Background: an optimization exercise with open tools, aiming at small area. Do not read the settings as production practice. Function was checked by simulation only, so behaviour that the tests miss may differ from the original. No activity file was given, so power comes from the tool's default toggle rates.

Design intersection, start of the top module:
module intersection (
	input  clock,
	input  reset,
	input  pedestrian_button,
	output pedestrian_green,
	output pedestrian_red,
	output up_green,
	output up_red,
	output down_green,
	output down_red,
	input  turn_sensor,
	output turn_green,
	output turn_red
);
Size in the first run: ~170 cells after synthesis, roughly 33 flip-flops, roughly 12 I/O pins.
==> flow/config.mk <==
export PLATFORM = sky130hd
export DESIGN_NAME = intersection
export DESIGN_NICKNAME = intersection
export VERILOG_FILES = /design/flow/design.v
export SDC_FILE = /design/flow/constraint.sdc
export NUM_CORES = 4
export LEC_CHECK = 0
export CAP_MARGIN = 20
export CORE_MARGIN = 2
export CORE_UTILIZATION = 40
export CTS_BUF_LIST = sky130_fd_sc_hd__clkbuf_4
export CTS_CLUSTER_DIAMETER = 200
export CTS_CLUSTER_SIZE = 50
export SLEW_MARGIN = 20
==> flow/constraint.sdc <==
create_clock -name core_clock -period 5.0 [get_ports {clock}]
set_input_delay 1.0000 -clock core_clock [delete_from_list [all_inputs] [get_ports {clock}]]
set_output_delay 1.0000 -clock core_clock [all_outputs]
set_load 0.01 [all_outputs]
run.sh (not shown) runs the stock make flow with config.mk's settings and CLKGATE_MAP_FILE= SYNTH_SCRIPT=/design/flow/synth_recipe.tcl, a recipe that flattens the netlist after the stock synthesis.
==> next run, changes <==
--- a/flow/config.mk
+++ b/flow/config.mk
@@ -7,2 +7,3 @@
 export LEC_CHECK = 0
+export ABC_AREA = 1
 export CAP_MARGIN = 20
@@ -10,5 +11,2 @@
 export CORE_UTILIZATION = 40
-export CTS_BUF_LIST = sky130_fd_sc_hd__clkbuf_4
-export CTS_CLUSTER_DIAMETER = 200
-export CTS_CLUSTER_SIZE = 50
 export SLEW_MARGIN = 20
=> The new run went through all stages and came out clean; via count grows by 12%; die area went up by 11%; combinational power is higher by 34%; final area grows by 9.4%; area after synthesis goes up by 11%; cell count rose by 30%; sequential share of layout area goes down by 3.0 points; sequential power goes down by about 2%; wire length climbs by 3.9%.


run A:
Another version of the RTL of intersection (not shown whole).
Size: roughly 110 cells after synthesis, roughly 33 flip-flops, about 12 I/O pins, ~0.0011 sq mm of cells after synthesis.
export LEC_CHECK = 0
export CAP_MARGIN = 20
export CORE_AREA = 2.5 2.5 72.5 72.5
export DIE_AREA = 0 0 75 75
export SLEW_MARGIN = 20
create_clock -name core_clock -period 5.0 [get_ports {clock}]
standard.sh (not shown) runs the stock make flow with config.mk's settings and CLKGATE_MAP_FILE= SYNTH_SCRIPT=/design/flow/synth_recipe.tcl, a recipe that flattens the netlist after the stock synthesis.
==> flow/flow/run.sh <==
#!/bin/bash
# Standard ORFS layout with two changes: ports get the smallest buffer
# (buf_1) and clock tree synthesis inserts no dummy loads.
set -euo pipefail
bash standard.sh \
  "BUFFER_PORTS_ARGS=-buffer_cell sky130_fd_sc_hd__buf_1" \
  "CTS_ARGS=-sink_clustering_enable -repair_clock_nets -dont_use_dummy_load -sink_clustering_size 50 -sink_clustering_max_diameter 200 -buf_list sky130_fd_sc_hd__clkbuf_4" \
  finish > make_finish.log 2>&1
Run A reached the final stage; the timing, DRC and antenna checks on its layout passed.
diff inputs: run A => run B
- CORE_AREA no longer set, was 2.5 2.5 72.5 72.5
- CORE_UTILIZATION now 40, previously not set
- DIE_AREA no longer set, was 0 0 75 75
- CORE_MARGIN now 2, previously not set
==> flow/flow/run.sh <==
#!/bin/bash
set -euo pipefail
bash standard.sh \
  "BUFFER_PORTS_ARGS=-buffer_cell sky130_fd_sc_hd__buf_1" \
  "CTS_ARGS=-repair_clock_nets -dont_use_dummy_load -buf_list sky130_fd_sc_hd__clkbuf_8 -root_buf sky130_fd_sc_hd__clkbuf_8 -sink_clustering_enable -sink_clustering_size 40 -sink_clustering_max_diameter 1000" \
  finish > make_finish.log 2>&1
Findings:
- Run B: clock skew lower than run A
- Taking run A as the reference, in run B global-route usage now larger, wire length after detailed routing went up by 0.58%, register-to-register slack level.
Modified inputs, run C compared to run B
==> flow/run.sh (new file) <==
#!/bin/bash
# synth_recipe.tcl (not shown) runs the flow's synth.tcl, then flattens the netlist and writes it again
# the make line also repeats each setting of config.mk as NAME=value (left out here)
make -C /OpenROAD-flow-scripts/flow DESIGN_CONFIG=/design/flow/config.mk WORK_HOME=/design/flow/orfs CLKGATE_MAP_FILE= SYNTH_SCRIPT=/design/flow/synth_recipe.tcl finish
removed: flow/flow/run.sh
removed: flow/standard.sh
Findings:
Re chip height: no difference whatsoever between run C and run B.
Between run B and run C, the non-clock buffer count is higher for run B.
Number of nets in the layout shrinks slightly when moving from run B to run C.
Delta (run C minus run B): clock network area share has decreased, post-route minimum period has increased.
Higher total design power among run B and run C: run C

separate check: timing with driven ports:
How much do the figures lean on ideal ports? The routed layouts below were timed once more, with nothing changed but the port constraints. Step 1 (the two cells are an assumption about what drives the block):
set clk [get_ports {clock}]
set_driving_cell -lib_cell sky130_fd_sc_hd__clkbuf_16 $clk
set_driving_cell -lib_cell sky130_fd_sc_hd__buf_2 [delete_from_list [all_inputs] $clk]
Step 2 adds t to the input delays and takes it off the output delays; t is the mean of the earliest and latest rising clock arrival at the registers after step 1. Input paths then give back, and output paths get back, about the clock's delay inside the block. a / b / c = ideal / step 1 / step 2; a / b = the first two.
run | t, ns | slack for setup (ns) | worst hold slack (ns) | latest minus earliest clock arrival (ns) | cell pins on the clock port's net
the first run of note 1 | 0.357 | 1.750 / 1.727 / 2.084 | 0.564 / 0.564 / 0.564 | 0.018 / 0.018 | 1
the second run of note 1 | 0.305 | 2.164 / 2.138 / 2.443 | 0.501 / 0.501 / 0.501 | 0.007 / 0.007 | 1
run A | 0.340 | 1.650 / 1.625 / 1.964 | 0.382 / 0.382 / 0.382 | 0.015 / 0.015 | 1
run B | 0.283 | 1.704 / 1.683 / 1.966 | 0.383 / 0.383 / 0.383 | 0.002 / 0.002 | 1
run C | 0.344 | 1.240 / 1.219 / 1.563 | 0.387 / 0.387 / 0.387 | 0.009 / 0.009 | 1
After both steps setup and hold are still met in every run listed.
